Background: an optimization exercise with open tools, aiming at small area. Do not read the settings as production practice. The RTL was checked by simulation tests, not by an equivalence proof against the original design. Power is estimated from default activity; no workload was simulated.

==> flow/design.v <==
`timescale 1ns / 1ps
module traffic_signal_text(rst, clk, LCD_RS, LCD_RW, LCD_DATA, tick, day, digits, situation);
input rst, clk;
input tick;              
input day;
input [19:0] digits;     
input [3:0] situation;
output reg LCD_RS, LCD_RW;
output reg [7:0] LCD_DATA;
reg [6:0] pos;
reg changed, changed2;   
reg [3:0] situation_d;   
always @(posedge clk or negedge rst)
begin
    if (!rst) begin
        changed <= 0;
        changed2 <= 0;
        situation_d <= 0;
    end
    else begin
        changed <= tick;
        changed2 <= changed;
        situation_d <= situation;
    end
end
always @(posedge clk or negedge rst)
begin
    if (!rst)
        pos <= 0;
    else if (pos == 7'd29)
        pos <= 7'd64;
    else if (pos == 7'd84)
        pos <= 7'd96;
    else if (pos == 7'd117) begin
        if (changed2) pos <= 7'd58;
    end
    else
        pos <= pos + 7'd1;
end
wire [4:0] cnt = pos[4:0];
always @(*)
begin
    case (pos[6:5])
        2'b00 :
            if (pos < 7'd12)      {LCD_RS, LCD_RW, LCD_DATA} = 10'b1_1_0000_0000;
            else if (pos < 7'd18) {LCD_RS, LCD_RW, LCD_DATA} = 10'b0_0_0011_1000;
            else if (pos < 7'd24) {LCD_RS, LCD_RW, LCD_DATA} = 10'b0_0_0000_1100;
            else                  {LCD_RS, LCD_RW, LCD_DATA} = 10'b0_0_0000_0110;
        2'b01 : {LCD_RS, LCD_RW, LCD_DATA} = 10'b0_0_0000_0001;
        2'b10 :
            case (cnt)
                5'd0  : {LCD_RS, LCD_RW, LCD_DATA} = 10'b0_0_1000_0000;
                5'd1  : {LCD_RS, LCD_RW, LCD_DATA} = 10'b1_0_0101_0100;  
                5'd2  : {LCD_RS, LCD_RW, LCD_DATA} = 10'b1_0_0110_1001;  
                5'd3  : {LCD_RS, LCD_RW, LCD_DATA} = 10'b1_0_0110_1101;  
                5'd4  : {LCD_RS, LCD_RW, LCD_DATA} = 10'b1_0_0110_0101;  
                5'd5  : {LCD_RS, LCD_RW, LCD_DATA} = 10'b1_0_0011_1100;  
                5'd7  : {LCD_RS, LCD_RW, LCD_DATA} = {6'b1_0_0011, 2'b00, digits[19:18]};
                5'd8  : {LCD_RS, LCD_RW, LCD_DATA} = {6'b1_0_0011, digits[17:14]};
                5'd9  : {LCD_RS, LCD_RW, LCD_DATA} = 10'b1_0_0011_1100;  
                5'd10 : {LCD_RS, LCD_RW, LCD_DATA} = {6'b1_0_0011, 1'b0, digits[13:11]};
                5'd11 : {LCD_RS, LCD_RW, LCD_DATA} = {6'b1_0_0011, digits[10:7]};
                5'd12 : {LCD_RS, LCD_RW, LCD_DATA} = 10'b1_0_0011_1100;  
                5'd13 : {LCD_RS, LCD_RW, LCD_DATA} = {6'b1_0_0011, 1'b0, digits[6:4]};
                5'd14 : {LCD_RS, LCD_RW, LCD_DATA} = {6'b1_0_0011, digits[3:0]};
                default : {LCD_RS, LCD_RW, LCD_DATA} = 10'b1_0_0010_0000;
            endcase
        default :
            case (cnt)
                5'd0  : {LCD_RS, LCD_RW, LCD_DATA} = 10'b0_0_1100_0000;
                5'd1  : {LCD_RS, LCD_RW, LCD_DATA} = 10'b0_0_0101_0011;  
                5'd2  : {LCD_RS, LCD_RW, LCD_DATA} = 10'b1_0_0111_0100;  
                5'd3  : {LCD_RS, LCD_RW, LCD_DATA} = 10'b1_0_0110_0001;  
                5'd4  : {LCD_RS, LCD_RW, LCD_DATA} = 10'b1_0_0111_0100;  
                5'd5  : {LCD_RS, LCD_RW, LCD_DATA} = 10'b1_0_0110_0101;  
                5'd6  : {LCD_RS, LCD_RW, LCD_DATA} = 10'b1_0_0011_1100;  
                5'd8  : {LCD_RS, LCD_RW, LCD_DATA} = {6'b1_0_0100, situation_d};
                5'd10 : {LCD_RS, LCD_RW, LCD_DATA} = day ? 10'b1_0_0100_0100 : 10'b1_0_0100_1110;  
                5'd11 : {LCD_RS, LCD_RW, LCD_DATA} = day ? 10'b1_0_0100_0001 : 10'b1_0_0100_1001;  
                5'd12 : {LCD_RS, LCD_RW, LCD_DATA} = day ? 10'b1_0_0101_1001 : 10'b1_0_0100_0111;  
                5'd13 : {LCD_RS, LCD_RW, LCD_DATA} = day ? 10'b1_0_0010_0000 : 10'b1_0_0100_1000;  
                5'd14 : {LCD_RS, LCD_RW, LCD_DATA} = day ? 10'b1_0_0010_0000 : 10'b1_0_0101_0100;  
                5'd21 : {LCD_RS, LCD_RW, LCD_DATA} = 10'b0_0_0000_0010;
                default : {LCD_RS, LCD_RW, LCD_DATA} = 10'b1_0_0010_0000;
            endcase
    endcase
end
endmodule
`timescale 1ns / 1ps
module traffic_signal_control(clock, reset, emergent_control, vehicle_signal, pedestrian_signal, LCD_RS, LCD_RW, LCD_DATA);
input clock, reset;
input emergent_control;
output LCD_RS, LCD_RW;
output [7:0] LCD_DATA;
output reg [15:0] vehicle_signal;
output [7:0] pedestrian_signal;
parameter A     = 4'b0000,
          B     = 4'b0001,
          C     = 4'b0010,
          D     = 4'b0011,
          E     = 4'b0100,
          F     = 4'b0101,
          G     = 4'b0110,
          H     = 4'b0111,
          A1    = 4'b1000,
          A2    = 4'b1001,
          B1    = 4'b1010,
          C1    = 4'b1011,
          E1    = 4'b1100,
          E2    = 4'b1101,
          F1    = 4'b1110,
          G1    = 4'b1111;
reg [6:0] cl;        
reg [2:0] cb;        
reg [4:0] ca;        
reg [3:0] memory;    
reg [3:0] state;     
reg [3:0] pat;       
reg [3:0] green;     
reg [2:0] sec_t;
reg [3:0] sec_u;
reg [2:0] min_t;
reg [3:0] min_u;
reg [1:0] hr_t;
reg [3:0] hr_u;
wire day = (hr_t == 2'd0 && hr_u[3]) || hr_t == 2'd1 || (hr_t == 2'd2 && hr_u < 4'd3);
wire cl0  = (cl == 7'd0);
wire tick = cl0 && (cb != 3'd0 || ca != 5'd0);    
wire m500 = cl0 && (cb == 3'd0);                   
reg done;
always @(*) begin
    if (day)
        done = memory[0] ? (ca >= 5'd1) : (ca >= 5'd10);
    else
        done = memory[0] ? (ca >= 5'd2) : (ca >= 5'd20);
end
reg [3:0] next_state;
always @(*) begin
    if (day)
        case (memory)
            4'd0:  next_state = A;
            4'd1:  next_state = A1;
            4'd2:  next_state = D;
            4'd3:  next_state = A1;
            4'd4:  next_state = F;
            4'd5:  next_state = F1;
            4'd6:  next_state = E;
            4'd7:  next_state = E1;
            4'd8:  next_state = G;
            4'd9:  next_state = G1;
            4'd10: next_state = E;
            default: next_state = E2;
        endcase
    else
        case (memory)
            4'd0:  next_state = B;
            4'd1:  next_state = B1;
            4'd2:  next_state = A;
            4'd3:  next_state = A2;
            4'd4:  next_state = C;
            4'd5:  next_state = C1;
            4'd6:  next_state = A;
            4'd7:  next_state = A1;
            4'd8:  next_state = E;
            4'd9:  next_state = E2;
            4'd10: next_state = H;
            default: next_state = E2;
        endcase
end
always @(negedge reset or posedge clock) begin
    if (!reset) begin
        cl <= 0;
        cb <= 0;
        ca <= 0;
        memory <= 0;
        state <= A;
    end
    else begin
        state <= next_state;
        if (done) begin
            cl <= 0;
            cb <= 0;
            ca <= 0;
            memory <= (memory == 4'd11) ? 4'd0 : memory + 4'd1;
        end
        else if (cl == 7'd99) begin
            cl <= 0;
            if (cb == 3'd4) begin
                cb <= 0;
                ca <= ca + 5'd1;
            end
            else
                cb <= cb + 3'd1;
        end
        else
            cl <= cl + 7'd1;
    end
end
always @(negedge reset or posedge clock) begin
    if (!reset) begin
        sec_t <= 0; sec_u <= 0;
        min_t <= 0; min_u <= 0;
        hr_t <= 0;  hr_u <= 4'd8;
    end
    else if (tick) begin
        if (sec_t == 3'd6) begin
            sec_t <= 0;
            if (min_t == 3'd6) begin
                min_t <= 0;
                if (hr_t == 2'd2 && hr_u == 4'd4) begin
                    hr_t <= 0; hr_u <= 0;
                end
                else if (hr_u == 4'd9) begin
                    hr_t <= hr_t + 2'd1; hr_u <= 0;
                end
                else
                    hr_u <= hr_u + 4'd1;
            end
            else if (min_u == 4'd9) begin
                min_t <= min_t + 3'd1; min_u <= 0;
            end
            else
                min_u <= min_u + 4'd1;
        end
        else if (sec_u == 4'd9) begin
            sec_t <= sec_t + 3'd1; sec_u <= 0;
        end
        else
            sec_u <= sec_u + 4'd1;
    end
end
reg [3:0] gtab;
always @(*) begin
    case (state)
        A:  gtab = 4'b0011;
        A2: gtab = 4'b0010;
        B:  gtab = 4'b0001;
        B1: gtab = 4'b0001;
        C:  gtab = 4'b0010;
        C1: gtab = 4'b0010;
        E:  gtab = 4'b1100;
        E1: gtab = 4'b1000;
        F:  gtab = 4'b0100;
        F1: gtab = 4'b0100;
        G:  gtab = 4'b1000;
        G1: gtab = 4'b1000;
        default: gtab = 4'b0000;
    endcase
end
wire holder = !state[3] && !(state[1] && state[0]);
wire set = !holder || ca < 5'd5;
always @(negedge reset or posedge clock) begin
    if (!reset) begin
        pat <= A;
        green <= 4'b0011;
    end
    else if (set) begin
        pat <= state;
        green <= gtab;
    end
    else if (m500)
        green <= green ^ gtab;
end
reg [3:0] pgreen;
always @(*) begin
    case (pat)
        A:  pgreen = 4'b0011;
        A2: pgreen = 4'b0010;
        B:  pgreen = 4'b0001;
        B1: pgreen = 4'b0001;
        C:  pgreen = 4'b0010;
        C1: pgreen = 4'b0010;
        E:  pgreen = 4'b1100;
        E1: pgreen = 4'b1000;
        F:  pgreen = 4'b0100;
        F1: pgreen = 4'b0100;
        G:  pgreen = 4'b1000;
        G1: pgreen = 4'b1000;
        default: pgreen = 4'b0000;
    endcase
end
assign pedestrian_signal = {green[3], ~pgreen[3], green[2], ~pgreen[2],
                            green[1], ~pgreen[1], green[0], ~pgreen[0]};
always @(*) begin
    case (pat)
        A:  vehicle_signal = 16'b1000_1000_0100_0100;
        A1: vehicle_signal = 16'b0010_0010_0100_0100;
        A2: vehicle_signal = 16'b1000_0010_0100_0100;
        B:  vehicle_signal = 16'b0100_1001_0100_0100;
        B1: vehicle_signal = 16'b0100_0010_0100_0100;
        C:  vehicle_signal = 16'b1001_0100_0100_0100;
        C1: vehicle_signal = 16'b1010_0100_0100_0100;
        D:  vehicle_signal = 16'b0001_0001_0100_0100;
        E:  vehicle_signal = 16'b0100_0100_1000_1000;
        E1: vehicle_signal = 16'b0100_0100_0010_1000;
        E2: vehicle_signal = 16'b0100_0100_0010_0010;
        F:  vehicle_signal = 16'b0100_0100_1001_0100;
        F1: vehicle_signal = 16'b0100_0100_1010_0100;
        G:  vehicle_signal = 16'b0100_0100_0100_1001;
        G1: vehicle_signal = 16'b0100_0100_0100_1010;
        default: vehicle_signal = 16'b0100_0100_0001_0001;  
    endcase
end
traffic_signal_text u(reset, clock, LCD_RS, LCD_RW, LCD_DATA, tick, day,
                      {hr_t, hr_u, min_t, min_u, sec_t, sec_u}, state);
endmodule
==> flow/flow/run.sh <==
#!/bin/bash
# Layout flow: the standard synthesis; then the combinational logic of its
# netlist re-mapped for area with ABC (every flip-flop instance kept as it is,
# and the result proven equal to the standard netlist, else the standard netlist
# is used); then the standard ORFS layout, with buf_1 as the port buffers.
# Each tool's output goes to a log file in the work folder.
set -uo pipefail
W=$(pwd)
R=$W/orfs/results/sky130hd/traffic_signal_control/base
bash standard.sh synth > synth.log 2>&1 || { echo "synthesis failed"; exit 1; }
cp $R/1_2_yosys.v std_netlist.v
if DSTIME=${DSTIME:-60} bash flow/resyn.sh std_netlist.v resyn_netlist.v resyn > resyn.log 2>&1; then
  cp resyn_netlist.v $R/1_2_yosys.v
  touch $R/1_2_yosys.v
  rm -f $R/1_synth.odb
fi
cat resyn.log
bash standard.sh finish "BUFFER_PORTS_ARGS=-buffer_cell sky130_fd_sc_hd__buf_1" "CTS_ARGS=-sink_clustering_enable -repair_clock_nets -buf_list sky130_fd_sc_hd__clkbuf_8 -sink_clustering_size 32 -sink_clustering_max_diameter 200 -dont_use_dummy_load" > finish.log 2>&1 || { echo "layout failed"; tail -20 finish.log; exit 1; }
==> flow/flow/cutff.py <==
#!/usr/bin/env python3
# cutff.py IN.v OUT.v : replace every flip-flop instance of a mapped netlist by
# ports (its Q becomes an input, its D and reset pin become outputs), named by the
# instance's name, so that two netlists with the same flip-flops can be compared
# as combinational logic.  Prints the sorted instance names.
import re, sys
src = open(sys.argv[1]).read()
inst_re = re.compile(r'^\s*(sky130_fd_sc_hd__df\w+)\s+(\\\S+|\w+)\s*\((.*?)\);\s*$', re.M | re.S)
ffs = []
def repl(m):
    cell, name, body = m.group(1), m.group(2), m.group(3)
    pins = dict(re.findall(r'\.(\w+)\s*\(\s*(.*?)\s*\)\s*(?:,|$)', body, re.S))
    ffs.append((name, cell, pins))
    return ''
out = inst_re.sub(repl, src)
ffs.sort()
ports, decls = [], []
for i, (name, cell, pins) in enumerate(ffs):
    ports += ['ffq_%d' % i, 'ffd_%d' % i]
    decls.append('  input ffq_%d;\n  output ffd_%d;\n  assign %s = ffq_%d;\n  assign ffd_%d = %s;\n' % (i, i, pins['Q'] + ' ', i, i, pins['D'] + ' '))
    for p in sorted(pins):
        if p not in ('CLK', 'D', 'Q'):
            ports.append('ffr_%d_%s' % (i, p))
            decls.append('  output ffr_%d_%s;\n  assign ffr_%d_%s = %s;\n' % (i, p, i, p, pins[p] + ' '))
    ports.append('ffc_%d' % i)
    decls.append('  output ffc_%d;\n  assign ffc_%d = %s;\n' % (i, i, pins['CLK'] + ' '))
hdr = re.search(r'module\s+\w+\s*\((.*?)\);', out, re.S)
out = out[:hdr.end(1)] + ', ' + ', '.join(ports) + out[hdr.end(1):]
k = out.index(';', hdr.start()) + 1
out = out[:k] + '\n' + ''.join(decls) + out[k:]
open(sys.argv[2], 'w').write(out)
for name, cell, pins in ffs:
    print(name, cell)
==> flow/flow/resyn.sh <==
#!/bin/bash
# resyn.sh IN.v OUT.v LOGPREFIX : re-map the combinational logic of a mapped
# netlist for area, keeping every flip-flop instance as it is, and check the
# result against the input with a formal equivalence proof.
set -uo pipefail
IN=$1; OUT=$2; P=$3
LIB=${LIB:-/OpenROAD-flow-scripts/flow/platforms/sky130hd/lib/sky130_fd_sc_hd__tt_025C_1v80.lib}
DSTIME=${DSTIME:-30}
DONT=""
for c in sky130_fd_sc_hd__probe_p_8 sky130_fd_sc_hd__probec_p_8 sky130_fd_sc_hd__lpflow_bleeder_1 \
  sky130_fd_sc_hd__lpflow_clkbufkapwr_1 sky130_fd_sc_hd__lpflow_clkbufkapwr_16 sky130_fd_sc_hd__lpflow_clkbufkapwr_2 \
  sky130_fd_sc_hd__lpflow_clkbufkapwr_4 sky130_fd_sc_hd__lpflow_clkbufkapwr_8 sky130_fd_sc_hd__lpflow_clkinvkapwr_1 \
  sky130_fd_sc_hd__lpflow_clkinvkapwr_16 sky130_fd_sc_hd__lpflow_clkinvkapwr_2 sky130_fd_sc_hd__lpflow_clkinvkapwr_4 \
  sky130_fd_sc_hd__lpflow_clkinvkapwr_8 sky130_fd_sc_hd__lpflow_inputiso0n_1 sky130_fd_sc_hd__lpflow_inputiso0p_1 \
  sky130_fd_sc_hd__lpflow_inputiso1n_1 sky130_fd_sc_hd__lpflow_inputiso1p_1 sky130_fd_sc_hd__lpflow_isobufsrc_1 \
  sky130_fd_sc_hd__lpflow_isobufsrc_16 sky130_fd_sc_hd__lpflow_isobufsrc_2 sky130_fd_sc_hd__lpflow_isobufsrc_4 \
  sky130_fd_sc_hd__lpflow_isobufsrc_8 sky130_fd_sc_hd__lpflow_isobufsrckapwr_16 \
  sky130_fd_sc_hd__lpflow_lsbuf_lh_hl_isowell_tap_1 sky130_fd_sc_hd__lpflow_lsbuf_lh_hl_isowell_tap_2 \
  sky130_fd_sc_hd__lpflow_lsbuf_lh_hl_isowell_tap_4 sky130_fd_sc_hd__lpflow_lsbuf_lh_isowell_4 \
  sky130_fd_sc_hd__lpflow_lsbuf_lh_isowell_tap_1 sky130_fd_sc_hd__lpflow_lsbuf_lh_isowell_tap_2 \
  sky130_fd_sc_hd__lpflow_lsbuf_lh_isowell_tap_4; do DONT="$DONT -dont_use $c"; done
if [ -n "${ABCSCRIPT:-}" ]; then printf "%b\n" "$ABCSCRIPT" > $P.abc; else
cat > $P.abc <<EOA
strash
&get -n
&st
&deepsyn -T $DSTIME
&put
dch -f
amap
topo
EOA
fi
cat > $P.ys <<EOY
read_liberty -ignore_miss_func -ignore_miss_dir $LIB
read_verilog $IN
hierarchy -top traffic_signal_control
setattr -mod -set keep_hierarchy 1 sky130_fd_sc_hd__df*
flatten
opt_clean -purge
tee -o $P.before.txt stat -liberty $LIB
abc -liberty $LIB $DONT -script $P.abc
opt_clean -purge
setundef -zero
splitnets
opt_clean -purge
hilomap -singleton -hicell sky130_fd_sc_hd__conb_1 HI -locell sky130_fd_sc_hd__conb_1 LO
insbuf -buf sky130_fd_sc_hd__buf_1 A X
opt_clean -purge
tee -o $P.after.txt stat -liberty $LIB

select -module traffic_signal_control
write_verilog -noattr -nohex -nodec -selected $OUT
EOY
yosys -q -l $P.yosys.log $P.ys > /dev/null 2>&1 || { echo "resynthesis failed"; exit 1; }
# equivalence: flip-flops cut into ports by name, combinational logic proven equal
D=$(dirname "$0")
python3 $D/cutff.py $IN $P.gold_cut.v > $P.gold_ff.txt || exit 2
python3 $D/cutff.py $OUT $P.gate_cut.v > $P.gate_ff.txt || exit 2
cmp -s $P.gold_ff.txt $P.gate_ff.txt || { echo "flip-flops differ"; exit 2; }
cat > $P.eq.ys <<EOY
read_liberty -ignore_miss_func -ignore_miss_dir $LIB
read_verilog $P.gold_cut.v
rename traffic_signal_control gold
read_verilog $P.gate_cut.v
rename traffic_signal_control gate
flatten gold gate
miter -equiv -flatten -make_assert gold gate miter
hierarchy -top miter
sat -verify -prove-asserts miter
EOY
yosys -l $P.eq.log $P.eq.ys > /dev/null 2>&1 || { echo "equivalence NOT proven"; exit 2; }
grep -q "SAT proof finished - no model found: SUCCESS" $P.eq.log || { echo "equivalence NOT proven"; exit 2; }
echo "resynthesis ok, equivalence proven"
grep "Chip area" $P.before.txt $P.after.txt
==> flow/standard.sh <==
#!/bin/bash
# synth_recipe.tcl (not shown) runs the flow's synth.tcl, then flattens the netlist and writes it again
# the make line also repeats each setting of config.mk as NAME=value (left out here)
make -C /OpenROAD-flow-scripts/flow DESIGN_CONFIG=/design/flow/config.mk WORK_HOME=/design/flow/orfs CLKGATE_MAP_FILE= SYNTH_SCRIPT=/design/flow/synth_recipe.tcl "${@:-finish}"
==> flow/config.mk <==
export PLATFORM = sky130hd
export DESIGN_NAME = traffic_signal_control
export DESIGN_NICKNAME = traffic_signal_control
export VERILOG_FILES = /design/flow/design.v
export SDC_FILE = /design/flow/constraint.sdc
export NUM_CORES = 4
export LEC_CHECK = 0
export CAP_MARGIN = 20
export CORE_MARGIN = 2
export CORE_UTILIZATION = 40
export CTS_BUF_LIST = sky130_fd_sc_hd__clkbuf_4
export PLACE_DENSITY = 0.6
export SLEW_MARGIN = 20
==> flow/constraint.sdc <==
create_clock -name core_clock -period 25.0 [get_ports {clock}]
set_input_delay 5.0000 -clock core_clock [delete_from_list [all_inputs] [get_ports {clock}]]
set_output_delay 5.0000 -clock core_clock [all_outputs]
set_load 0.01 [all_outputs]
==> reports/metrics.cfg, run 1 <==
[status]
status = finished clean

[synthesis]
syn_inst = 437
netlist_area_sq_um = 3420
syn_avg_cell_area_sq_um = 7.83
yosys_warnings = 2
syn_nets = 440

[timing]
setup_slack_ns = 16.82
rsz0062_at_grt = no
maxSlewViolCount = 0
max_freq_mhz = 122
tns_ns = 0
skew_ns = 0.0193
final-hold-violation-count = 0
fin_crit_sh_pct = 32.7
finalSetupViolCount = 0
post-route-min-period_ns = 8.18
worst_pin_slew_ns = 0.813
slew_headroom_pct = 45.8

[setup_path]
required_ns = 20.00
r2r_start = u.pos[1]
cp-start-kind = flip-flop
crit_type = reg2out
crit_start = u.pos[1]
reg2reg_to = u.pos[1]
rrSetupSlack_ns = 21.71
cp-end-kind = output port
cp.arrival_ns = 3.18
path_max_fanout = 12
reg2regPathDepth = 12
setup.worst_path.end = LCD_DATA[5]

[clock_tree]
insertion_delay_ns = 0.34
cts_tree = yes
clk_pin_slew_worst_paths_ns = 0.08
htree_levels = 3
cts_root_buf = clkbuf_8
clkSinkCount = 64
cts_buffers = 9
postCtsSetupRepairBufs = 0
cts_resized = 0
clk_path_buf_depth = 2
cts_hold_buffers = 0

[detailed_routing]
route.detailed.drc = 0
wirelength_um = 8340
wl_per_cell_um = 14.3
first_pass_iters = 4
vias = 3221
drtIter0Drc = 178
via_per_inst = 5.52
ant_nets = 0

[die]
fp.dieH_um = 96.5
design.die.area_sq_um = 9310
core_sq_um = 8260
initial_core_util_pct = 41.4
dieWidth_um = 96.5
io_pins = 37
rows = 33

[power]
combPwrFrac_pct = 1.2
peakVddDrop_v = 0.0000343
p_sw_share_pct = 21.6
p_per_area_nw_per_um2 = 45.5
p_leak_nw = 1.49
p_int_w = 0.000136
pwr-share-clk_pct = 39.0
switchingPower_w = 0.0000374
p_seq_share_pct = 59.8

[layout]
reg_top3 = cl (7), u.pos (7), ca (5)
final_nets = 484
diodes = 0
drive_above_1_share_pct = 3.13
area_growth_pct = 11.3

[grt]
grt_use_total_pct = 19.8
antenna_found_initial = 0
grt_pass1_vias = 2968
grt_overflow = 0
grt_max_degree = 65
grt_pass1_wl_um = 14100

[job]
maxCapViolCount = 0

[placed_design]
dp_worst_setup_slack_ns = 17.28
port_buffers = 35
place.gp.congestion = 0.971
hpwl_um = 6120

[min_path]
hold_path.class = reg2reg

-- final cells by class --
cell class	count	area, sq um
timing repair buffer	37	148
inverter	55	206
sequential	64	1610
fill	853	4450
multi-input combinational	314	1590
tap	105	131
clock buffer	9	124
-- layout by cell type (no fill, tap or decap), types with 3 or more instances in the layout --
cell type / n
nor2_1: 101
dfrtp_1: 61
clkinv_1: 55
nand2_1: 38
o21ai_0: 34
buf_1: 34
a21oi_1: 26
nor3_1: 24
a211oi_1: 12
nand3_1: 11
a31oi_1: 10
clkbuf_8: 9
or2_0: 6
o22ai_1: 6
o32ai_1: 4
o221ai_1: 4
nor4_1: 3
a221oi_1: 3
or3_1: 3
a2111oi_0: 3
dfstp_2: 3
-- critical path, cell delays in order, from the launching register on --
cell and delay [ns]:
dfrtp_1 0.47, clkinv_1 0.37, nor2_1 0.52, clkinv_1 0.29
nor2_1 0.21, clkinv_1 0.10, nand3_1 0.08, a221o_1 0.21
a211oi_1 0.15, o31ai_1 0.28, buf_1 0.18
-- worst min path at each step --
stage | startpoint | to | slack [ns] | cells after the start
after floorplan | u.changed | u.changed2 | 0.33 | 0
after global placement | u.changed | u.changed2 | 0.35 | 0
after detailed placement | u.changed | u.changed2 | 0.35 | 0
after CTS | u.changed | u.changed2 | 0.38 | 0
after global routing | u.changed | u.changed2 | 0.39 | 0
final | u.changed | u.changed2 | 0.37 | 0
-- through the flow --
stage               hold WS [ns]  utilization, %  area, sq um  std cells  total power [W]
floorplan                  0.331               -         3420        437         0.000106
detailed placement         0.349            44.6         3680        575         0.000108
CTS                        0.378            46.1         3810        584         0.000177
global route               0.394            46.1         3810        584         0.000181
finish                     0.374            46.1         3810        584         0.000173
global placement           0.353            44.6         3680        575         0.000108
-- layer usage --
metal  vias to the layer above  wire [um]  global-route usage [%]
met5                         -          0                       0
met4                         0        165                    6.22
li1                       1634          -                       -
met3                        14        415                    5.82
met2                        85       3780                    30.3
met1                      1488       3980                    27.1
-- power groups by stage --
stage                     sequential [W]  combinational [W]  clock (W)
after global routing            0.000104         0.00000264  0.0000750
after detailed placement        0.000105         0.00000232          0
final                           0.000104         0.00000212  0.0000676
after global placement          0.000105         0.00000229          0
after floorplan                 0.000106     0.000000000543          0
after CTS                       0.000104         0.00000233  0.0000712
==> inputs of run 2 (changes only) <==
--- a/flow/design.v
+++ b/flow/design.v
@@ -125,5 +125,8 @@
 reg [3:0] hr_u;
 wire day = (hr_t == 2'd0 && hr_u[3]) || hr_t == 2'd1 || (hr_t == 2'd2 && hr_u < 4'd3);
-wire cl0  = (cl == 7'd0);
+localparam [6:0] CL_ZERO = 7'b0010010, CL_LAST = 7'b1001011;
+wire cl0  = !cl[6] && !cl[3] && cl[4] && cl[1] && !cl[0];
+wire cl99 = cl[6] && cl[3] && !cl[2] && cl[1] && cl[0];
+wire [6:0] cl_next = {cl[5:0], cl[6] ^ cl[0]};
 wire tick = cl0 && (cb != 3'd0 || ca != 5'd0);    
 wire m500 = cl0 && (cb == 3'd0);                   
@@ -170,5 +173,5 @@
 always @(negedge reset or posedge clock) begin
     if (!reset) begin
-        cl <= 0;
+        cl <= CL_ZERO;
         cb <= 0;
         ca <= 0;
@@ -179,11 +182,11 @@
         state <= next_state;
         if (done) begin
-            cl <= 0;
+            cl <= CL_ZERO;
             cb <= 0;
             ca <= 0;
             memory <= (memory == 4'd11) ? 4'd0 : memory + 4'd1;
         end
-        else if (cl == 7'd99) begin
-            cl <= 0;
+        else if (cl99) begin
+            cl <= CL_ZERO;
             if (cb == 3'd4) begin
                 cb <= 0;
@@ -194,5 +197,5 @@
         end
         else
-            cl <= cl + 7'd1;
+            cl <= cl_next;
     end
 end
--- a/flow/flow/run.sh
+++ b/flow/flow/run.sh
@@ -16,3 +16,3 @@
 fi
 cat resyn.log
-bash standard.sh finish "BUFFER_PORTS_ARGS=-buffer_cell sky130_fd_sc_hd__buf_1" "CTS_ARGS=-sink_clustering_enable -repair_clock_nets -buf_list sky130_fd_sc_hd__clkbuf_8 -sink_clustering_size 32 -sink_clustering_max_diameter 200 -dont_use_dummy_load" > finish.log 2>&1 || { echo "layout failed"; tail -20 finish.log; exit 1; }
+bash standard.sh finish "BUFFER_PORTS_ARGS=-buffer_cell sky130_fd_sc_hd__buf_1" "CTS_ARGS=-sink_clustering_enable -repair_clock_nets -buf_list sky130_fd_sc_hd__clkbuf_4 -dont_use_dummy_load" > finish.log 2>&1 || { echo "layout failed"; tail -20 finish.log; exit 1; }
--- a/flow/config.mk
+++ b/flow/config.mk
@@ -8,6 +8,5 @@
 export CAP_MARGIN = 20
 export CORE_MARGIN = 2
-export CORE_UTILIZATION = 40
-export CTS_BUF_LIST = sky130_fd_sc_hd__clkbuf_4
-export PLACE_DENSITY = 0.6
+export CORE_UTILIZATION = 75
+export PLACE_DENSITY = 0.85
 export SLEW_MARGIN = 20
==> run 2 against run 1 <==
Critical path depth unchanged. Critical path type unchanged. Setup slack lost 0.15 ns. Sequential share of layout area is 2.4 points higher. Sequential cell count unchanged. Core utilization up 37 points. Sequential power hardly changed. Clock skew about the same. Highest routed layer unchanged. Maximum frequency fell by 1.8%. Non-clock buffer count decreased by 1. Largest power group unchanged.
==> reports/metrics.cfg, run 2 <==
[grt]
grt_use_total_pct = 36.7  ; +17 points
antenna_found_initial = 0  ; unchanged
grt_pass1_vias = 3155  ; +6.3%
grt_pass1_wl_um = 14300  ; +1.0%
grt_overflow = 0  ; unchanged
grt_max_degree = 65  ; unchanged

[timing]
fin_crit_sh_pct = 33.3  ; +0.61 points
worst_pin_slew_ns = 0.918  ; +0.105 ns
final-hold-violation-count = 0  ; unchanged
max_freq_mhz = 120  ; -1.8%
whs_ns = 0.379  ; +0.00471 ns
rsz0062_at_grt = no
maxSlewViolCount = 0  ; unchanged
post-route-min-period_ns = 8.34  ; +0.153 ns
slew_headroom_pct = 38.6  ; -7.2 points
tns_ns = 0  ; unchanged
finalSetupViolCount = 0  ; unchanged
skew_ns = 0.0192  ; -0.000146 ns

[setup_path]
rrSetupSlack_ns = 21.74  ; +0.03 ns
required_ns = 20.00  ; about the same
cp.arrival_ns = 3.34  ; +0.16 ns
cp-start-kind = flip-flop
crit_type = reg2out
reg2regPathDepth = 12  ; unchanged
path_max_fanout = 10  ; -2
cp-end-kind = output port

[detailed_routing]
vias = 3364  ; +4.4%
route.detailed.drc = 0  ; unchanged
first_pass_iters = 6  ; +2
met1_length_um = 3490  ; -12%
via_per_inst = 6.62  ; +20%
wl_met3_um = 708  ; +71%
topRoutingLayerUsed = met4
ant_nets = 0  ; unchanged
drtIter0Drc = 404  ; +130%
wirelength_um = 8590  ; +3.0%
wl_per_cell_um = 16.9  ; +18%
route.met2.wl_um = 4170  ; +10%

[clock_tree]
clk_pin_slew_worst_paths_ns = 0.09  ; about the same
cts_hold_buffers = 0  ; unchanged
clkSinkCount = 64  ; unchanged
clk_path_buf_depth = 2  ; unchanged
postCtsSetupRepairBufs = 0  ; unchanged
cts_resized = 0  ; unchanged
cts_buffers = 9  ; unchanged
cts_tree = yes
htree_levels = 3  ; unchanged
insertion_delay_ns = 0.42  ; +0.08 ns
cts_root_buf = clkbuf_4

[status]
status = finished clean

[placed_design]
port_buffers = 35  ; unchanged
place.gp.congestion = 1.00  ; +3.3%
hpwl_um = 5980  ; -2.3%

[die]
design.die.area_sq_um = 5020  ; -46%
rows = 24  ; -27%
fp.dieH_um = 70.9  ; -27%
io_pins = 37  ; unchanged
dieWidth_um = 70.9  ; -27%
initial_core_util_pct = 77.5  ; +36 points
core_sq_um = 4320  ; -48%

[job]
maxCapViolCount = 0  ; unchanged

[layout]
area_growth_pct = 7.69
reg_top3 = cl (7), u.pos (7), ca (5)
final_common_cell = nor2_1
final_cell_mix = 91 x nor2_1, 60 x clkinv_1, 59 x dfrtp_1, 34 x buf_1, 33 x o21ai_0
diodes = 0  ; unchanged
final_nets = 461  ; -4.8%
drive_above_1_share_pct = 3.51  ; +0.38 points

[min_path]
hold_path_depth = 0  ; unchanged
hold_path.class = reg2reg

[synthesis]
yosys_warnings = 2  ; unchanged
syn_avg_cell_area_sq_um = 8.08  ; +3.2%
netlist_area_sq_um = 3350  ; -2.0%
syn_nets = 418  ; -5.0%
syn_inst = 415  ; -5.0%

[power]
p_leak_nw = 1.50  ; +0.24%
p_per_area_nw_per_um2 = 43.2  ; -5.1%
peakVddDrop_v = 0.0000395  ; +15%

[run 2: worst max-delay path, cell delays in order (launching register included)]
cell	delay (ns)
dfstp_2	0.40
nor2_1	0.17
nand2_1	0.11
o32ai_1	0.71
clkinv_1	0.53
nor2_1	0.25
a21oi_1	0.06
or2_0	0.23
a31oi_1	0.18
a2111o_1	0.13
buf_1	0.15
[run 2: final cells by class]
type	count	area, sq um
multi-input combinational	287	1510
clock buffer	9	67.6
fill	277	713
inverter	60	225
timing repair buffer	36	140
sequential	64	1610
tap	52	65.1
[run 2: per-layer routing]
metal	vias to the layer above	track usage [%]
met2	199	58.0
met3	32	9.26
met4	0	18.0
li1	1565	-
met1	1568	47.9
met5	-	0
[run 2: metrics by stage]
step | setup WS (ns) | area (sq um) | util (%) | total power (W) | std cells
6_report | 16.66 | 3610 | 83.5 | 0.000156 | 508
5_1_grt | 16.55 | 3610 | 83.5 | 0.000160 | 508
4_1_cts | 16.83 | 3610 | 83.5 | 0.000156 | 508
3_5_place_dp | 17.30 | 3540 | 81.9 | 0.000108 | 499
3_3_place_gp | 17.22 | 3540 | 81.9 | 0.000108 | 499
2_1_floorplan | 18.05 | 3350 | - | 0.000106 | 415
[run 2: worst paths after layout]
kind,startpoint,endpoint
max in group asynchronous,reset,sec_u[2]
max,hr_u[3],LCD_DATA[3]
max reg2reg,u.pos[1],u.pos[1]
min in group asynchronous,reset,pat[0]
min reg2reg,u.changed,u.changed2
min,u.changed,u.changed2
[run 2: power breakdown]
part	internal, W	switching [W]	total (W)
clock	0.0000167	0.0000338	0.0000505
sequential	0.000103	0	0.000103
combinational	0.000000156	0.00000188	0.00000204
==> inputs of run 3 (changes only) <==
--- a/flow/config.mk
+++ b/flow/config.mk
@@ -8,5 +8,5 @@
 export CAP_MARGIN = 20
 export CORE_MARGIN = 2
-export CORE_UTILIZATION = 75
-export PLACE_DENSITY = 0.85
+export CORE_UTILIZATION = 60
+export PLACE_DENSITY = 0.75
 export SLEW_MARGIN = 20
==> run 3 against run 2 <==
Clock skew rose by 0.015 ns. Die area rose by 25%. Combinational power barely moved. Largest cell class unchanged. Via count fell by 4.2%. Clock power fell by 5.3%.
==> reports/metrics.cfg, run 3 <==
[status]
status = finished clean

[clock_tree]
clk_path_buf_depth = 2  ; unchanged
cts_resized = 0  ; unchanged
cts_root_buf = clkbuf_4
insertion_delay_ns = 0.40  ; -0.02 ns
cts_buffers = 9  ; unchanged
cts_hold_buffers = 0  ; unchanged
htree_levels = 3  ; unchanged
clk_pin_slew_worst_paths_ns = 0.09  ; about the same
cts_tree = yes
postCtsSetupRepairBufs = 0  ; unchanged
clkSinkCount = 64  ; unchanged

[detailed_routing]
first_pass_iters = 5  ; -1
vias = 3224  ; -4.2%
wirelength_um = 7730  ; -10%
ant_nets = 0  ; unchanged
route.detailed.drc = 0  ; unchanged
wl_per_cell_um = 14.2  ; -16%
via_per_inst = 5.92  ; -11%
drtIter0Drc = 203  ; -50%

[layout]
num-fill-cells = 457  ; +65%
area_growth_pct = 8.31
final_common_cell = nor2_1
final_nets = 478  ; +3.7%
diodes = 0  ; unchanged
regArea_sq_um = 1610  ; unchanged
final_cell_mix = 97 x nor2_1, 63 x clkinv_1, 59 x dfrtp_1, 38 x nand2_1, 34 x buf_1
drive_above_1_share_pct = 3.38  ; -0.13 points
reg_top3 = cl (7), u.pos (7), ca (5)
multi_input_area_sq_um = 1550  ; +2.7%
fin_area_sq_um = 3690  ; +2.1%

[setup_path]
rrSetupSlack_ns = 21.74  ; about the same
cp.arrival_ns = 2.95  ; -0.39 ns
required_ns = 20.00  ; about the same
path_max_fanout = 14  ; +4
cp_num_buf_inv = 3  ; +1
crit_top_cell = clkinv_1
slowest_delay_ns = 0.65  ; -0.06 ns
cp-start-kind = flip-flop
crit_type = reg2out
cp_top_family = compound AO/OA/AOI/OAI gates
cp-end-kind = output port
critical_path.slowest_cell = dfrtp_1
cp_cell_sequence = clkinv_1 > nor2_1 > clkinv_1 > o21ai_0 > a21oi_1 > a2111oi_0 > buf_1

[timing]
skew_ns = 0.0337  ; +0.0146 ns
post-route-min-period_ns = 7.95  ; -0.392 ns
max_freq_mhz = 126  ; +4.9%
worst_pin_slew_ns = 0.785  ; -0.133 ns
finalSetupViolCount = 0  ; unchanged
maxSlewViolCount = 0  ; unchanged
whs_ns = 0.391  ; +0.0126 ns
fin_crit_sh_pct = 31.8  ; -1.6 points
final-hold-violation-count = 0  ; unchanged
rsz0062_at_grt = no
tns_ns = 0  ; unchanged
setup_slack_ns = 17.05  ; +0.392 ns
slew_headroom_pct = 47.7  ; +9.1 points

[die]
core_sq_um = 5510  ; +27%
rows = 27  ; +13%
design.die.area_sq_um = 6290  ; +25%
fp.dieH_um = 79.3  ; +12%
initial_core_util_pct = 61.8  ; -16 points
io_pins = 37  ; unchanged
dieWidth_um = 79.3  ; +12%

[job]
maxCapViolCount = 0  ; unchanged

[power]
p_leak_nw = 1.51  ; +0.74%
total_power_w = 0.000153  ; -1.7%
p_per_area_nw_per_um2 = 41.6  ; -3.7%
peakVddDrop_v = 0.0000437  ; +11%

[grt]
grt_max_degree = 65  ; unchanged
grt_pass1_wl_um = 13300  ; -6.6%
grt_overflow = 0  ; unchanged
grt_use_total_pct = 27.1  ; -9.7 points
grt_pass1_vias = 3001  ; -4.9%
antenna_found_initial = 0  ; unchanged

[synthesis]
syn_avg_cell_area_sq_um = 7.88  ; -2.5%
netlist_area_sq_um = 3400  ; +1.5%
syn_inst = 432  ; +4.1%
syn_nets = 435  ; +4.1%
yosys_warnings = 2  ; unchanged

[min_path]
hold_path.class = reg2reg

[placed_design]
place.gp.congestion = 0.948  ; -5.5%
dp_worst_setup_slack_ns = 17.56  ; +0.258 ns
post_dp_cell_area_sq_um = 3620  ; +2.2%
port_buffers = 35  ; unchanged
hpwl_um = 5700  ; -4.7%

==> run 3: changes by cell type in the layout (fill, tap and decap cells not counted), moves of 5 or more <==
cell,delta
nand2_1,+15
o21ai_0,-7
and3_1,-6
nor2_1,+6
a211oi_1,+5
==> run 3: worst reg2reg max path: stages (launching register included) <==
cell	delay [ns]
dfrtp_1	0.40
nor2_1	0.14
nand4_1	0.16
a31oi_1	0.34
clkinv_1	0.16
nor3_1	0.24
nand2_1	0.16
nor2_1	0.28
clkinv_1	0.18
nor2_1	0.20
clkinv_1	0.16
nor2_1	0.22
nand2_1	0.10
nor2_1	0.18
clkinv_1	0.09
o32ai_1	0.12
==> run 3: metal layers <==
metal / vias up / wire [um] / track usage [%]
li1: 1588 / - / -
met4: 0 / 157 / 11.7
met2: 115 / 3730 / 42.7
met5: - / 0 / 0
met1: 1503 / 3400 / 36.2
met3: 18 / 449 / 5.80
==> run 3: per-stage QoR <==
stage / util, % / cells
after CTS: 67.0 / 545
final: 67.0 / 545
after global routing: 67.0 / 545
after floorplan: - / 432
after global placement: 65.7 / 536
after detailed placement: 65.7 / 536
==> run 3: layout make-up <==
cell class              count  area share, %
well taps                  72           2.44
inverters                  63           6.41
repair buffers             36           3.80
multi-input cells         301           41.9
flip-flops and latches     64           43.6
clock buffers               9           1.83
==> run 3: worst paths after layout <==
check | from | endpoint | depth (start not counted)
min | u.changed | u.changed2 | 0
max | u.pos[3] | LCD_DATA[4] | 7
max in group asynchronous | reset | u.situation_d[0] | 2
min in group asynchronous | reset | min_u[2] | 2
min reg2reg | u.changed | u.changed2 | 0
max reg2reg | cl[0] | hr_t[1] | 15
==> run 3: power breakdown <==
group / switching, W / internal (W)
logic: 0.00000189 / 0.000000156
clock network: 0.0000311 / 0.0000167
registers: 0 / 0.000103
==> inputs of run 4 (changes only) <==
==> flow/flow/run.sh (replaced) <==
#!/bin/bash
# Layout flow: the standard synthesis; then the combinational logic of its
# netlist re-mapped for area with ABC (every flip-flop instance kept as it is,
# and the result proven equal to the standard netlist, else the standard netlist
# is used); then the standard ORFS layout, with buf_1 as the port buffers
# and a clock tree of clkbuf_4 without dummy loads.
# Each tool's output goes to a log file in the work folder.
set -uo pipefail
W=$(pwd)
R=$W/orfs/results/sky130hd/traffic_signal_control/base
bash standard.sh synth > synth.log 2>&1 || { echo "synthesis failed"; exit 1; }
cp $R/1_2_yosys.v std_netlist.v
mkdir -p resyn
if (cd resyn && DSTIME=60 bash ../flow/resyn2.sh ../std_netlist.v ../resyn_netlist.v r > ../resyn.log 2>&1); then
  cp resyn_netlist.v $R/1_2_yosys.v
  touch $R/1_2_yosys.v
  rm -f $R/1_synth.odb
fi
cat resyn.log
bash standard.sh finish \
  "BUFFER_PORTS_ARGS=-buffer_cell sky130_fd_sc_hd__buf_1" \
  "CTS_ARGS=-sink_clustering_enable -repair_clock_nets -buf_list sky130_fd_sc_hd__clkbuf_4 -dont_use_dummy_load" \
  > finish.log 2>&1 || { echo "layout failed"; tail -20 finish.log; exit 1; }
==> flow/flow/resyn2.sh (new file) <==
#!/bin/bash
# resyn2.sh IN.v OUT.v PREFIX : re-map the combinational logic of a mapped
# netlist for area with ABC, keeping every flip-flop instance as it is. Several
# ABC runs (different seeds and mappers) are tried in parallel; the smallest
# result that a formal proof shows equal to IN (flip-flops paired by instance
# name, combinational logic compared by SAT) is written to OUT.
set -uo pipefail
IN=$1; OUT=$2; P=$3
D=$(cd "$(dirname "$0")" && pwd)
TOP=${TOP:-traffic_signal_control}
LIB=${LIB:-/OpenROAD-flow-scripts/flow/platforms/sky130hd/lib/sky130_fd_sc_hd__tt_025C_1v80.lib}
DSTIME=${DSTIME:-60}
SEEDS=${SEEDS:-"1 2 3 4"}
JOBS=${JOBS:-4}
DONT=""
for c in sky130_fd_sc_hd__probe_p_8 sky130_fd_sc_hd__probec_p_8 sky130_fd_sc_hd__lpflow_bleeder_1 \
  sky130_fd_sc_hd__lpflow_clkbufkapwr_1 sky130_fd_sc_hd__lpflow_clkbufkapwr_16 sky130_fd_sc_hd__lpflow_clkbufkapwr_2 \
  sky130_fd_sc_hd__lpflow_clkbufkapwr_4 sky130_fd_sc_hd__lpflow_clkbufkapwr_8 sky130_fd_sc_hd__lpflow_clkinvkapwr_1 \
  sky130_fd_sc_hd__lpflow_clkinvkapwr_16 sky130_fd_sc_hd__lpflow_clkinvkapwr_2 sky130_fd_sc_hd__lpflow_clkinvkapwr_4 \
  sky130_fd_sc_hd__lpflow_clkinvkapwr_8 sky130_fd_sc_hd__lpflow_inputiso0n_1 sky130_fd_sc_hd__lpflow_inputiso0p_1 \
  sky130_fd_sc_hd__lpflow_inputiso1n_1 sky130_fd_sc_hd__lpflow_inputiso1p_1 sky130_fd_sc_hd__lpflow_isobufsrc_1 \
  sky130_fd_sc_hd__lpflow_isobufsrc_16 sky130_fd_sc_hd__lpflow_isobufsrc_2 sky130_fd_sc_hd__lpflow_isobufsrc_4 \
  sky130_fd_sc_hd__lpflow_isobufsrc_8 sky130_fd_sc_hd__lpflow_isobufsrckapwr_16 \
  sky130_fd_sc_hd__lpflow_lsbuf_lh_hl_isowell_tap_1 sky130_fd_sc_hd__lpflow_lsbuf_lh_hl_isowell_tap_2 \
  sky130_fd_sc_hd__lpflow_lsbuf_lh_hl_isowell_tap_4 sky130_fd_sc_hd__lpflow_lsbuf_lh_isowell_4 \
  sky130_fd_sc_hd__lpflow_lsbuf_lh_isowell_tap_1 sky130_fd_sc_hd__lpflow_lsbuf_lh_isowell_tap_2 \
  sky130_fd_sc_hd__lpflow_lsbuf_lh_isowell_tap_4; do DONT="$DONT -dont_use $c"; done

one_run() { # tag abc-script-text
  local T=$P.$1
  printf "%b\n" "$2" > $T.abc
  cat > $T.ys <<EOY
read_liberty -ignore_miss_func -ignore_miss_dir $LIB
read_verilog $IN
hierarchy -top $TOP
setattr -mod -set keep_hierarchy 1 sky130_fd_sc_hd__df*
flatten
opt_clean -purge
rename -hide w:_*_.*
abc -liberty $LIB $DONT -script $T.abc
opt_clean -purge
setundef -zero
splitnets
opt_clean -purge
hilomap -singleton -hicell sky130_fd_sc_hd__conb_1 HI -locell sky130_fd_sc_hd__conb_1 LO
insbuf -buf sky130_fd_sc_hd__buf_1 A X
opt_clean -purge
tee -o $T.stat.txt stat -liberty $LIB
select -module $TOP
write_verilog -noattr -nohex -nodec -selected $T.v
EOY
  yosys -q -l $T.log $T.ys > /dev/null 2>&1 || return 1
  grep "Chip area for top module" $T.stat.txt | awk '{print $NF}' > $T.area
}

check_eq() { # candidate netlist
  local C=$1
  python3 $D/cutff.py $IN $C.gold_cut.v > $C.gold_ff.txt || return 2
  python3 $D/cutff.py $C $C.gate_cut.v > $C.gate_ff.txt || return 2
  cmp -s $C.gold_ff.txt $C.gate_ff.txt || return 2
  cat > $C.eq.ys <<EOY
read_liberty -ignore_miss_func -ignore_miss_dir $LIB
read_verilog $C.gold_cut.v
rename $TOP gold
read_verilog $C.gate_cut.v
rename $TOP gate
flatten gold gate
miter -equiv -flatten -make_assert gold gate miter
hierarchy -top miter
sat -verify -prove-asserts miter
EOY
  yosys -l $C.eq.log $C.eq.ys > /dev/null 2>&1 || return 2
  grep -q "SAT proof finished - no model found: SUCCESS" $C.eq.log || return 2
}

tags=()
n=0
for s in $SEEDS; do
  for m in amap nf; do
    if [ $m = amap ]; then map='&put\ndch -f\namap\ntopo'; else map='&dch -f\n&nf -R 1000\n&put\ntopo'; fi
    one_run s${s}_$m "strash\n&get -n\n&st\n&deepsyn -T $DSTIME -S $s\n$map" &
    tags+=(s${s}_$m)
    n=$((n+1))
    if [ $((n % JOBS)) -eq 0 ]; then wait; fi
  done
done
wait
best=""
for t in $(for t in "${tags[@]}"; do [ -s $P.$t.area ] && echo "$(cat $P.$t.area) $t"; done | sort -g | awk '{print $2}'); do
  echo "candidate $t: $(cat $P.$t.area)"
  if check_eq $P.$t.v; then best=$t; break; else echo "  equivalence not proven, skipped"; fi
done
[ -n "$best" ] || { echo "no candidate proven"; exit 1; }
cp $P.$best.v $OUT
echo "resynthesis ok, equivalence proven: $best $(cat $P.$best.area)"
--- a/flow/config.mk
+++ b/flow/config.mk
@@ -8,5 +8,5 @@
 export CAP_MARGIN = 20
 export CORE_MARGIN = 2
-export CORE_UTILIZATION = 60
-export PLACE_DENSITY = 0.75
+export CORE_UTILIZATION = 75
+export PLACE_DENSITY = 0.85
 export SLEW_MARGIN = 20
removed: flow/flow/resyn.sh
==> run 4 against run 3 <==
Still clean on timing, DRC and antenna. Count of clock-buffer cells in the layout unchanged. Total power up 0.66%. Area after synthesis down 0.96%. Synthesized cell count down 2.5%. Critical path type unchanged. Critical endpoint unchanged. Largest power group unchanged.
==> reports/metrics.cfg, run 4 <==
[detailed_routing]
drtIter0Drc = 439  ; +120%
first_pass_iters = 7  ; +2
via_per_inst = 6.43  ; +8.7%
route.detailed.drc = 0  ; unchanged
vias = 3336  ; +3.5%
ant_nets = 0  ; unchanged
wl_per_cell_um = 16.3  ; +15%
wirelength_um = 8460  ; +9.4%

[die]
fp.dieH_um = 71.1  ; -10%
initial_core_util_pct = 77.4  ; +16 points
rows = 24  ; -11%
core_sq_um = 4350  ; -21%
io_pins = 37  ; unchanged
dieWidth_um = 71.1  ; -10%
design.die.area_sq_um = 5050  ; -20%

[status]
status = finished clean

[clock_tree]
cts_root_buf = clkbuf_4
clk_path_buf_depth = 2  ; unchanged
cts_buffers = 9  ; unchanged
cts_hold_buffers = 0  ; unchanged
clkSinkCount = 64  ; unchanged
htree_levels = 3  ; unchanged
clk_pin_slew_worst_paths_ns = 0.09  ; about the same
insertion_delay_ns = 0.42  ; +0.02 ns
cts_resized = 0  ; unchanged
cts_tree = yes
postCtsSetupRepairBufs = 0  ; unchanged

[timing]
worst_pin_slew_ns = 0.770  ; -0.0145 ns
skew_ns = 0.0358  ; +0.00207 ns
fin_crit_sh_pct = 35.0  ; +3.2 points
finalSetupViolCount = 0  ; unchanged
tns_ns = 0  ; unchanged
max_freq_mhz = 114  ; -9.2%
whs_ns = 0.354  ; -0.0377 ns
rsz0062_at_grt = no
slew_headroom_pct = 47.3  ; -0.36 points
maxSlewViolCount = 0  ; unchanged
post-route-min-period_ns = 8.75  ; +0.803 ns
final-hold-violation-count = 0  ; unchanged

[setup_path]
critical_path.slowest_cell = dfrtp_1
slowest_delay_ns = 0.58  ; -0.07 ns
cp-start-kind = flip-flop
reg2regPathDepth = 11  ; -4
cp-end-kind = output port
rrSetupSlack_ns = 21.72  ; -0.02 ns
r2r_start = u.pos[0]
crit_top_cell = o21ai_0
path_max_fanout = 11  ; -3
crit_type = reg2out
reg2reg_to = u.pos[6]
cp.arrival_ns = 3.75  ; +0.80 ns
required_ns = 20.00  ; about the same
cp_cell_sequence = clkinv_1 > nor2_1 > clkinv_1 > nor3_1 > and2_0 > a31oi_1 > o21ai_0 > nand2_1 > o21ai_0 > o21ai_0 > o21ai_0 > buf_1

[grt]
grt_max_degree = 65  ; unchanged
grt_util_met2_pct = 59.8  ; +17 points
grt-busiest-layer = met2
grtUsageMet3_pct = 9.12  ; +3.3 points
grt_pass1_vias = 3171  ; +5.7%
antenna_found_initial = 0  ; unchanged
use_met1_pct = 46.8  ; +11 points
grt_use_total_pct = 36.5  ; +9.4 points
grt_overflow = 0  ; unchanged
grt_pass1_wl_um = 14300  ; +7.5%

[layout]
final_common_cell = nor2_1
final_cell_mix = 97 x nor2_1, 59 x dfrtp_1, 55 x clkinv_1, 34 x o21ai_0, 34 x buf_1
area_growth_pct = 8.31  ; about the same
diodes = 0  ; unchanged
final_nets = 472  ; -1.3%
drive_above_1_share_pct = 3.64  ; +0.26 points
num-fill-cells = 259  ; -43%
reg_top3 = cl (7), u.pos (7), ca (5)
layout.cells.non_filler = 519  ; -4.8%

[placed_design]
place.gp.congestion = 1.06  ; +12%
port_buffers = 35  ; unchanged
dp.cells = 510  ; -4.9%
hpwl_um = 6100  ; +7.0%

[synthesis]
netlist_area_sq_um = 3370  ; -0.96%
yosys_warnings = 2  ; unchanged
syn_inst = 421  ; -2.5%
syn_nets = 424  ; -2.5%
syn_avg_cell_area_sq_um = 8.01  ; +1.6%

[power]
p_per_area_nw_per_um2 = 42.3  ; +1.6%
peakVddDrop_v = 0.0000419  ; -4.1%
p_leak_nw = 1.55  ; +2.9%

[job]
maxCapViolCount = 0  ; unchanged

[min_path]
holdPathEnd = u.changed2
hold_path.class = reg2reg
hold_path_depth = 0  ; unchanged
min_from = u.changed

## run 4: how the worst max path moves through the flow
stage | start | to | slack, ns | cells after the start
floorplan | hr_u[3] | LCD_DATA[3] | 17.62 | 11
global placement | u.pos[0] | LCD_DATA[4] | 16.87 | 12
detailed placement | u.pos[0] | LCD_DATA[4] | 16.87 | 12
CTS | u.pos[0] | LCD_DATA[4] | 16.40 | 12
global route | u.pos[0] | LCD_DATA[4] | 15.85 | 12
finish | u.pos[0] | LCD_DATA[4] | 16.25 | 12
## run 4: per-stage QoR
step / cell area, sq um / utilization [%] / worst slack, ns / total power (W)
floorplan: 3370 / - / 17.62 / 0.000106
global placement: 3580 / 82.3 / 16.87 / 0.000108
detailed placement: 3580 / 82.3 / 16.87 / 0.000108
CTS: 3650 / 83.9 / 16.40 / 0.000154
global route: 3650 / 83.9 / 15.85 / 0.000158
finish: 3650 / 83.9 / 16.25 / 0.000154
## run 4: area by class of cell
type                            instances  area [sq um]  area share [%]
Sequential cell                        64          1610            44.0
Tap cell                               52          65.1            1.78
Timing Repair Buffer                   37           148            4.04
Multi-Input combinational cell        302          1560            42.7
Inverter                               55           206            5.65
Clock buffer                            9          67.6            1.85
## run 4: metal layers
metal,vias up,routed length [um]
li1,1569,-
met1,1519,3350
met2,217,4060
met3,31,819
met4,0,231
met5,-,0
## run 4: worst max-delay path, delay by kind of cell (launching register included)
family / cells / cell delay, ns
simple gates: 4 / 1.31
compound gates: 5 / 0.78
buf+inv: 3 / 0.68
flops: 1 / 0.58
## run 4: power by group
group          internal (W)  switching, W
logic           0.000000156    0.00000191
clock network     0.0000167     0.0000321
registers          0.000103             0

[afterwards: timing with drivers on the ports]
No port has a modelled driver above. Below, the same layouts with a new extraction and two added sets of constraints. Step 1 (the two cells are an assumption about what drives the block):
set clk [get_ports {clock}]
set_driving_cell -lib_cell sky130_fd_sc_hd__clkbuf_16 $clk
set_driving_cell -lib_cell sky130_fd_sc_hd__buf_2 [delete_from_list [all_inputs] $clk]
Step 2 moves the port delays by t, midway between the first and last clock arrival at a register: inputs arrive t later, outputs are due t later. That takes back most of the time a late clock gives input paths. Three values: no drivers, after step 1, after step 2; two values: the first two.
run | t (ns) | setup WS [ns] | worst register clock-pin slew, ns | pins driven straight from the clock port
run 1 | 0.358 | 16.816 / 16.786 / 17.144 | 0.08 / 0.08 | 1
run 2 | 0.438 | 16.663 / 16.635 / 17.072 | 0.10 / 0.10 | 1
run 3 | 0.410 | 17.055 / 17.028 / 17.438 | 0.10 / 0.10 | 1
run 4 | 0.429 | 16.251 / 16.224 / 16.653 | 0.12 / 0.12 | 1
After both steps setup and hold are still met in every run listed.
